This is an optimization exercise on Yosys and OpenROAD, whose aim is small area and a short achievable clock period, not a production implementation. Function was checked by simulation only, so behaviour that the tests miss may differ from the original.

`flow/config.mk`:
```
export PLATFORM = sky130hd
export DESIGN_NAME = booth2multiplier
export DESIGN_NICKNAME = booth2multiplier
export VERILOG_FILES = /design/flow/design.v
export SDC_FILE = /design/flow/constraint.sdc
export NUM_CORES = 4
export LEC_CHECK = 0
export CAP_MARGIN = 20
export CORE_MARGIN = 2
export CORE_UTILIZATION = 30
export SLEW_MARGIN = 20
```
`flow/constraint.sdc`:
```
create_clock -name core_clock -period 13.0 [get_ports {clk}]
set_input_delay 2.6000 -clock core_clock [delete_from_list [all_inputs] [get_ports {clk}]]
set_output_delay 2.6000 -clock core_clock [all_outputs]
set_load 0.01 [all_outputs]
```
`flow/design.v`:
```
`timescale 1ns/1ps
module booth2multiplier #(
    parameter bit_width = 32
    )(
    input wire [bit_width-1:0] A,    
    input wire [bit_width-1:0] B,    
    input wire clk, reset_n,
    output wire [2*bit_width-1:0] OUT
);
reg [bit_width:0] extended_multiplier;
reg [bit_width+1:0] extended_multiplicand;
reg [bit_width+1:0] neg_multiplicand;
reg [bit_width+1:0] PP;
reg [bit_width+4:0] sign_extended_PP;
reg [2:0] recoded_bits;
reg [2*bit_width-1:0] ff_out;
reg [2*bit_width-1:0] product;
integer i;
always @(posedge clk) begin
    if(~reset_n) begin
        ff_out <= {2*bit_width{1'b0}};
    end else begin
        ff_out <= product;
    end 
end
assign OUT = ff_out;
always @(*) begin
    extended_multiplier = {B, 1'b0};     
    extended_multiplicand = {A[bit_width-1], A[bit_width-1], A};     
    neg_multiplicand = ~extended_multiplicand +1;    
    product = 0;
    for (i=0; i<(bit_width/2); i=i+1) begin
        recoded_bits = extended_multiplier[2:0];     
        PP = 0;
        sign_extended_PP = 0;
        case (recoded_bits)
            3'b000, 3'b111:PP = 0;
            3'b001, 3'b010:PP = extended_multiplicand;
            3'b011:PP = {A[bit_width-1], A, 1'b0};
            3'b100:PP = {neg_multiplicand[bit_width:0], 1'b0};
            3'b101, 3'b110:PP = neg_multiplicand;
        endcase
        if (i == 0) begin
            sign_extended_PP = {~PP[bit_width+1], PP[bit_width+1], PP[bit_width+1], PP};   
        end else if (i == (bit_width/2)-1) begin
            sign_extended_PP = {2'b0, ~PP[bit_width+1], PP};   
        end else begin
            sign_extended_PP = {1'b0, 1'b1, ~PP[bit_width+1], PP};     
        end
        product = product + (sign_extended_PP << (2*i));     
        extended_multiplier = extended_multiplier  >>> 2;    
    end
end
endmodule
```
`flow/run.sh`:
```
#!/bin/bash
# synth_recipe.tcl (not shown) runs the flow's synth.tcl, then flattens the netlist and writes it again
# the make line also repeats each setting of config.mk as NAME=value (left out here)
make -C /OpenROAD-flow-scripts/flow DESIGN_CONFIG=/design/flow/config.mk WORK_HOME=/design/flow/orfs CLKGATE_MAP_FILE= SYNTH_SCRIPT=/design/flow/synth_recipe.tcl finish
```
==> run notes <==
## layer usage
metal	share of wire [%]	vias up
met1	36	21400
met4	11	4
met5	0.011	-
met3	14	1079
met2	40	4048
li1	-	17700
## worst max-delay path, stage by stage
cell and delay [ns]:
clkdlybuf4s50_1 0.67, or2_2 0.44, or4_1 0.57, or3_1 0.53
or3_4 0.41, xor2_2 0.55, buf_4 0.40, a221oi_1 0.14
a31oi_1 0.44, fa_1 0.48, inv_1 0.07, fa_1 0.43
fa_1 0.49, inv_1 0.05, fa_1 0.70, ha_1 0.30
ha_1 0.27, ha_1 0.27, inv_1 0.11, a2111oi_0 0.37
o21ai_0 0.25, a2111o_1 0.68, a21boi_0 0.67, a211oi_1 0.23
buf_4 0.22, o21ai_0 0.22, xnor2_1 0.16, nor2_1 0.05
## placed cells by master (no fill, tap or decap), types with 28 or more instances in the layout
| cell type | count |
|---|---|
| a31oi_1 | 33 |
| fa_1 | 435 |
| o21ai_0 | 500 |
| nor2_1 | 425 |
| ha_1 | 213 |
| xor2_1 | 73 |
| a221o_1 | 121 |
| a21o_1 | 94 |
| o221ai_1 | 52 |
| inv_1 | 454 |
| a22oi_1 | 90 |
| and2_1 | 28 |
| a21oi_1 | 431 |
| mux2i_1 | 47 |
| xnor2_1 | 225 |
| buf_2 | 44 |
| clkdlybuf4s50_1 | 82 |
| a221oi_1 | 189 |
| o211ai_1 | 29 |
| o22ai_1 | 129 |
| dfxtp_1 | 64 |
| buf_4 | 299 |
| nand2_1 | 519 |
## per-stage QoR
stage | util, % | setup WS, ns
final | 33.2 | 0.414
after global routing | 33.2 | 0.183
after CTS | 33.2 | 0.844
after detailed placement | 32.9 | 0.470
after global placement | 32.9 | 0.598
after floorplan | - | 2.19
## how the worst max path moves through the flow
stage                from  cells after the start                    end
global route        A[17]                     30  ff_out[57]$_SDFF_PN0_
CTS                  A[0]                     25  ff_out[61]$_SDFF_PN0_
finish               A[0]                     28  ff_out[43]$_SDFF_PN0_
detailed placement   A[0]                     25  ff_out[61]$_SDFF_PN0_
floorplan            A[0]                     32  ff_out[62]$_SDFF_PN0_
global placement     A[0]                     25  ff_out[61]$_SDFF_PN0_
## cell families (layout without fill, tap and decap cells)
family | after synthesis | count (layout)
other cells | 0 | 4
xor+xnor | 323 | 323
buf+inv | 1048 | 913
flops | 64 | 64
mux | 69 | 69
compound gates | 1861 | 1861
fa+ha+maj | 648 | 648
simple gates | 1141 | 1141
## area by class of cell
type | instances | area (µm²) | share of cell area (%)
timing repair buffer | 428 | 3350 | 8.16
antenna | 4 | 10.0 | 0.0244
sequential | 64 | 1280 | 3.13
tap | 1637 | 2050 | 5.00
inverter | 469 | 1760 | 4.29
multi-input combinational | 4042 | 32200 | 78.5
clock buffer | 10 | 239 | 0.583
clock inverter | 6 | 115 | 0.281
==> results.tsv <==
metric	value	unit
finalCritPeriodShare	96.8	%
hpwl	188	mm
port_buffers	129	
cts_tree	built	
syn_nets	5868	
drive_gt1_share	9.38	%
synth_top_family_by_area	compound AO/OA/AOI/OAI gates	
fin_area	0.0410	mm²
rsz0062_at_grt	no	
wl_per_cell	38.1	µm
cts_setup_buffers	0	
cts_inserted_buffers	9	
synthToLayoutAreaGrowth	10.1	%
ys_warn_count	1	
post_cts_resized	0	
clock.fmax	79.5	MHz
synth_largest_area_cell	fa_1	
via_per_inst	6.64	
grt_use_total	38.7	%
crit_type	in -> reg	
place_area	0.0406	mm²
grt_pass1_vias	41600	
hold_class	in -> reg	
clkTransAtPathRegs	0.07	ns
antenna_found_initial	20	
netlist_area	0.0372	mm²
gp_congestion	1.08	
die_w	356	µm
grt_max_degree	65	
async_flop_share	0	%
synthSimpleGateAreaFrac	12.9	%
grt.met1_usage	48.1	%
synth_area_leaders	fa_1, ha_1, o21ai_0	
largest_reg_flops	64	
start_kind	input port	
synth_commonest_cells	nand2_1, o21ai_0, clkbuf_1	
dp_cells	6640	
status	timing/DRC/antenna clean	
cts-root-buf	clkbuf_16	
endpoint_kind	flip-flop	
ant_nets	0	
yosysMostFrequentCell	nand2_1	
synth_cell_types	83	
critPathArrivalTime	12.82	ns
met3_usage	12.4	%
min_delay_path_depth	6	
required	13.23	ns
postCtsHoldBufs	0	
syn_avg_cell_area	7.23	µm²
synth_compound_area_share	32.8	%
tightestPinTransition	1.25	ns
fin_crit	12.59	ns
drc	0	
nets	5728	
die_h	356	µm
drt_pre_antenna_iters	6	
fin_cells	6660	
holdWs	3.07	ns
clockBufferDepth	2	
ys_seq_area_share	3.44	%
min_from	B[31]	
setup_tns	0	ns
dieArea	0.127	mm²
top_regs	ff_out x64	
gr-total-overflow	0	
grt_pass1_wl	344	mm
top_register	ff_out	
busiest_layer	met2	
ios	130	
vias	44200	
min_to	ff_out[63]$_SDFF_PN0_	
row_count	129	
critPathMaxFanout	13	
wl	254	mm
finalSetupViolCount	0	
synthFlopType	dfxtp_1	
syn_inst	5154	
synth-edff-count	0	
start_util	30.2	%
relSlewSlack	16.4	%
finalHoldViolations	0	
synth_top_area_share	23.4	%
h-tree-depth	3	
synthMuxAreaShare	1.93	%
clock_sinks	64	
fillers	13300	
drt_iter0_markers	8631	
synth_adder_area_share	30.5	%
maxCapViolCount	0	
slew_viol_final	0	
synth_xor_area_share	7.69	%
coreArea	0.123	mm²
grtUsageMet2	54.4	%
synth-seq-cells	64	

separate check: timing with driven ports:
In the flow no input, the clock included, has a driving cell. The finished layout below was timed again as built, in two steps. Step 1 (the two cells are an assumption about what drives the block):
set clk [get_ports {clk}]
set_driving_cell -lib_cell sky130_fd_sc_hd__clkbuf_16 $clk
set_driving_cell -lib_cell sky130_fd_sc_hd__buf_2 [delete_from_list [all_inputs] $clk]
Step 2 times the ports against the registers' clock, not the clock port: input delays grow and output delays shrink by t, the midpoint of the rising clock arrivals with the driver on. a / b / c = ideal / step 1 / step 2; a / b = the first two.
shift t [ns]: 0.419
slack for setup (ns): 0.414 / 0.447 / 0.028
hold WS [ns]: 3.070 / 3.043 / 3.353
After both steps setup and hold are still met in this run. The setup slack of this run moves by +0.033 ns with the drivers and by -0.386 ns with both steps.
